From an optimization exercise on the open Yosys and OpenROAD flow, aimed at small area and a short achievable clock period; shortcuts taken in it are not production practice. Where RTL was checked, it was by simulation tests only, not by an equivalence proof against the original. No activity file was given, so power comes from the tool's default toggle rates.

## run A
## datapathB_behavioral
module datapathB_behavioral
  #(parameter WLx = 8, parameter WLc = 8)
  ( input signed [WLx-1:0] x,
    input signed [WLc-1:0] a, b, c,
    input CLK,
    output signed [(WLx+WLc+WLc)+1:0] outR
  );
  reg [11:0] ex1, ex2; reg [7:0] a1, b1, c1, c2; reg [15:0] y2; reg [22:0] zA3, zB3, z4;
  wire n_1;
  wire n_2;
  wire n_3;
  wire n_4;
  wire n_5;
  wire n_6;
  wire n_7;
  wire n_8;
  wire n_9;
  wire n_10;
  wire n_11;
  wire n_12;
  wire n_13;
  wire n_14;
  wire n_15;
  wire n_16;
  wire n_17;
  wire n_18;
  wire n_19;
  wire n_20;
  wire n_21;
  wire n_22;
  wire n_23;
  wire n_24;
  wire n_25;
  wire n_26;
  wire n_27;
  wire n_28;
  wire n_29;
  wire n_30;
  wire n_31;
  wire n_32;
  wire n_33;
  wire n_34;
  wire n_35;
  wire n_36;
  wire n_37;
  wire n_38;
  wire n_39;
  wire n_40;
  wire n_41;
  wire n_42;
  wire n_43;
  wire n_44;
  wire n_45;
  wire n_46;
  wire n_47;
  wire n_48;
  wire n_49;
  wire n_50;
  wire n_51;
  wire n_52;
  wire n_53;
  wire n_54;
  wire n_55;
  wire n_56;
  wire n_57;
  wire n_58;
  wire n_59;
  wire n_60;
  wire n_61;
  wire n_62;
  wire n_63;
  wire n_64;
  wire n_65;
  wire n_66;
  wire n_67;
  wire n_68;
  wire n_69;
  wire n_70;
  wire n_71;
  wire n_72;
  wire n_73;
  wire n_74;
  wire n_75;
  wire n_76;
  wire n_77;
  wire n_78;
  wire n_79;
  wire n_80;
  wire n_81;
  wire n_82;
  wire n_83;
  wire n_84;
  wire n_85;
  wire n_86;
  wire n_87;
  wire n_88;
  wire n_89;
  wire n_90;
  wire n_91;
  wire n_92;
  wire n_93;
  wire n_94;
  wire n_95;
  wire n_96;
  wire n_97;
  wire n_98;
  wire n_99;
  wire n_100;
  wire n_101;
  wire n_102;
  wire n_103;
  wire n_104;
  wire n_105;
  wire n_106;
  wire n_107;
  wire n_108;
  wire n_109;
  wire n_110;
  wire n_111;
  wire n_112;
  wire n_113;
  wire n_114;
  wire n_115;
  ...
clock: 6.0 ns
lec_check: 0
cap_margin: 20
core_margin: 2
core_utilization: 40
cts_buf_list: sky130_fd_sc_hd__clkbuf_4 sky130_fd_sc_hd__clkbuf_8
cts_cluster_size: 20
setup_slack_margin: 2.5
slew_margin: 20
run.sh (not shown) runs the stock make flow with config.mk's settings and CLKGATE_MAP_FILE= SYNTH_SCRIPT=/design/flow/synth_recipe.tcl, a recipe that flattens the netlist after the stock synthesis.
diff inputs: run A => run B
# run A
export LEC_CHECK = 0
export CAP_MARGIN = 20
export CORE_MARGIN = 2
export CORE_UTILIZATION = 40
export CTS_BUF_LIST = sky130_fd_sc_hd__clkbuf_4 sky130_fd_sc_hd__clkbuf_8
export CTS_CLUSTER_SIZE = 20
export SETUP_SLACK_MARGIN = 2.5
export SLEW_MARGIN = 20
create_clock -name core_clock -period 6.0 [get_ports {CLK}]
# run B
export LEC_CHECK = 0
export CAP_MARGIN = 20
export CORE_MARGIN = 2
export CORE_UTILIZATION = 40
export SETUP_SLACK_MARGIN = 2.5
export SLEW_MARGIN = 20
create_clock -name core_clock -period 6.0 [get_ports {CLK}]
[summary]
Run B and run A ended up with nearly the same clock skew.
NOTE: number of gates resized after CTS in run B exceeds that of run A
In run B, the worst hold slack came out 0.0042 ns below the value in run A.
Internal power summed over all cells deteriorates in run B relative to run A.
On share of the clock period used by the worst path after layout, run B and run A are neck and neck.
Any difference in routed wire length between run B and run A is small enough to ignore.
Clock power in run B vs run A: up about 30%
In terms of total number of nets in the final design, run B and run A differ only marginally.
Input changes introduced in run C (baseline for comparison: run B):
# run B
export LEC_CHECK = 0
export CAP_MARGIN = 20
export CORE_MARGIN = 2
export CORE_UTILIZATION = 40
export SETUP_SLACK_MARGIN = 2.5
export SLEW_MARGIN = 20
create_clock -name core_clock -period 6.0 [get_ports {CLK}]
# run C
export LEC_CHECK = 0
export CAP_MARGIN = 20
export CORE_MARGIN = 2
export CORE_UTILIZATION = 40
export CTS_BUF_LIST = sky130_fd_sc_hd__clkbuf_8
export CTS_CLUSTER_SIZE = 40
export SETUP_SLACK_MARGIN = 2.5
export SLEW_MARGIN = 20
create_clock -name core_clock -period 6.0 [get_ports {CLK}]
--- outcome ---
Every run in the comparison, run B and run C, completed the flow with a clean layout.
Taking run B as the reference, in run C number of resized instances in the post-cts repair step shrank by 14%, number of inserted filler cells in the final layout went up, multi-input gate area in the final layout higher, minimum clock period climbed 0.0078 ns, share of flip-flops with an asynchronous set or reset saw little to no change.
First element of the critical path: ex1[6] -> run C, a1[6] -> run B
In run C, the part of the total power dissipated in the clock network came out 3.8 points below the value in run B.
Delta (run C minus run B): maximum operating frequency stayed essentially flat, power after layout dropped 3.4%, number of tap instances has remained practically unchanged, routed wire length was more or less identical.
Between run B and run C, the difference in cell depth of the worst flop-to-flop path is negligible.
No run of this note included a check of the RTL's function; only the layout flow was run.

========
## harbor
datapathB_behavioral, a different RTL version from the one above (not shown whole).
Size in the first run: roughly 940 cells after synthesis, ~160 flip-flops, ~59 I/O pins.
export LEC_CHECK = 0
export ABC_AREA = 1
export CAP_MARGIN = 20
export CORE_MARGIN = 2
export CORE_UTILIZATION = 55
export CTS_BUF_LIST = sky130_fd_sc_hd__clkbuf_8
export CTS_CLUSTER_SIZE = 40
export SETUP_SLACK_MARGIN = 3.5
export SLEW_MARGIN = 20
create_clock -name core_clock -period 6.0 [get_ports {CLK}]
standard.sh (not shown) runs the stock make flow with config.mk's settings and CLKGATE_MAP_FILE= SYNTH_SCRIPT=/design/flow/synth_recipe.tcl, a recipe that flattens the netlist after the stock synthesis.
==> flow/flow/run.sh <==
#!/bin/bash
# Standard ORFS layout (standard.sh) with two changes: every port gets a buf_2 as its port
# buffer instead of the delay buffer that buffer_ports picks by default, and Yosys's synth
# skips its generic ABC pass before full adders are extracted (SYNTH_ARGS=-noabc).
set -euo pipefail
export BUFFER_PORTS_ARGS="-buffer_cell sky130_fd_sc_hd__buf_2"
export SYNTH_ARGS="-noabc"
bash standard.sh > standard_flow.log 2>&1
Having completed the whole flow, harbor delivered a layout that passed the timing, design-rule and antenna checks.
[inputs] raven vs harbor
- CORE_UTILIZATION now 40, was 55
Notes after the runs:
Changes observed in raven relative to harbor: length of routed wiring on met1 went up 6.1%; highest ir drop seen on vdd went down 0.056 mV; total net switching power went down about 2%; design area held.
As of raven, total power of the final layout had fallen slightly compared to harbor.
Cmp harbor and raven / utilization / lower: raven
Part of the power in combinational logic: raven > harbor
On final-layout non-clock buffer area share, harbor and raven are neck and neck.
Leakage component of the power went down slightly going from harbor to raven.
[inputs] ember vs raven
- a deleted ABC_AREA that had been 1
==> flow/flow/run.sh <==
#!/bin/bash
# Standard ORFS layout (standard.sh), except that every port gets a buf_2 as its port
# buffer instead of the delay buffer that buffer_ports picks by default.
set -euo pipefail
export BUFFER_PORTS_ARGS="-buffer_cell sky130_fd_sc_hd__buf_2"
bash standard.sh > standard_flow.log 2>&1
[summary]
- Register-to-register slack: ember vs raven down 0.43 ns
- Between ember and raven, it is ember whose global routing usage on met3 is lower, by 0.15 points.
- Delta(wire length, ember - raven) > 0
- Re cell area: raven was lower than ember.
## Diff of input files: juniper against ember
- a change of CTS_CLUSTER_SIZE from 40 to 30
- an added ABC_AREA of 1
==> flow/flow/run.sh <==
#!/bin/bash
# Standard ORFS layout (standard.sh) with two changes: every port gets a buf_2 as its port
# buffer instead of the delay buffer that buffer_ports picks by default, and Yosys's synth
# skips its generic ABC pass before full adders are extracted (SYNTH_ARGS=-noabc).
set -euo pipefail
export BUFFER_PORTS_ARGS="-buffer_cell sky130_fd_sc_hd__buf_2"
export SYNTH_ARGS="-noabc"
bash standard.sh > standard_flow.log 2>&1
==> comparison <==
juniper against ember: proportion of power drawn by combinational gates higher; fraction of the yosys area taken by sequential cells moved up; area of the mapped netlist -5.4%; number of ordinary inverters in the final layout went up 11; number of global-route vias before repair went down.
Inputs modified between juniper and xenon:
- swapping 30 for 40 in CTS_CLUSTER_SIZE
--- a/flow/flow/run.sh
+++ b/flow/flow/run.sh
@@ -2 +2 @@
-# Standard ORFS layout (standard.sh) with two changes: every port gets a buf_2 as its port
+# Standard ORFS layout (standard.sh) with two changes: every port gets a buf_1 as its port
@@ -6 +6 @@
-export BUFFER_PORTS_ARGS="-buffer_cell sky130_fd_sc_hd__buf_2"
+export BUFFER_PORTS_ARGS="-buffer_cell sky130_fd_sc_hd__buf_1"
==> notes.md <==
- As far as global-route usage is concerned, xenon and juniper perform about the same.
- The final worst-path cycle share in xenon was higher than what juniper gave.
- juniper → xenon: wire length reported by the detailed router lower, later-pin clock latency in the skew report roughly the same, logic depth of the worst register-to-register path higher.
- juniper vs xenon, last element of the critical path: zlo3[5] vs clo3
Edits applied to the flow inputs when going from xenon to sierra:
==> flow/flow/run.sh <==
#!/bin/bash
# Standard ORFS layout (standard.sh), except that every port gets a buf_2 as its port
# buffer instead of the delay buffer that buffer_ports picks by default.
set -euo pipefail
export BUFFER_PORTS_ARGS="-buffer_cell sky130_fd_sc_hd__buf_2"
bash standard.sh > standard_flow.log 2>&1
--- outcome ---
xenon ran to completion and came out clean on the timing, design-rule and antenna checks.
sierra reached the end of the flow, and the finished layout is clean on the timing, design-rule and antenna checks.
The final clock period utilization by the worst path number comes out lower for xenon vs sierra.
Number of buffers added for setup after CTS was higher in the run labelled xenon.
Measured against xenon, the count of non-CTS inverters in the layout of sierra comes out at 1.7 times the reference value.
Global-route wire length before repair (sierra over xenon): increase, 920 um

==> port drivers added, routing unchanged <==
The flow's constraints put no driver on any port. The routed layouts listed below were extracted and timed again, unchanged, in two steps.
Step 1, drivers: a clkbuf_16 drives CLK and a buf_2 each remaining input, both assumed.
Step 2, shift: input delay + t, output delay - t, t = (earliest + latest rising clock arrival at the registers) / 2. This alone moves slack from input paths to output paths.
Slacks: ideal ports / drivers / drivers and shift; pairs: ideal ports / drivers.
| run | t, ns | setup slack, ns | worst setup path after step 2 | slew at the worst register clock pin (ns) |
|---|---|---|---|---|
| run A | 0.489 | 2.328 / 2.328 / 2.328 | register to register | 0.08 / 0.08 |
| run B | 0.462 | 2.336 / 2.336 / 2.336 | register to register | 0.06 / 0.06 |
| run C | 0.490 | 2.328 / 2.328 / 2.328 | register to register | 0.08 / 0.08 |
| harbor | 0.498 | 3.508 / 3.508 / 3.104 | input to register | 0.09 / 0.09 |
| raven | 0.496 | 3.574 / 3.574 / 3.144 | input to register | 0.09 / 0.09 |
| ember | 0.475 | 3.147 / 3.147 / 3.141 | input to register | 0.09 / 0.09 |
| juniper | 0.496 | 3.574 / 3.574 / 3.144 | input to register | 0.09 / 0.09 |
| xenon | 0.493 | 3.540 / 3.540 / 3.128 | input to register | 0.09 / 0.09 |
| sierra | 0.504 | 3.503 / 3.503 / 3.113 | input to register | 0.10 / 0.10 |
After both steps every run listed still meets setup and hold.
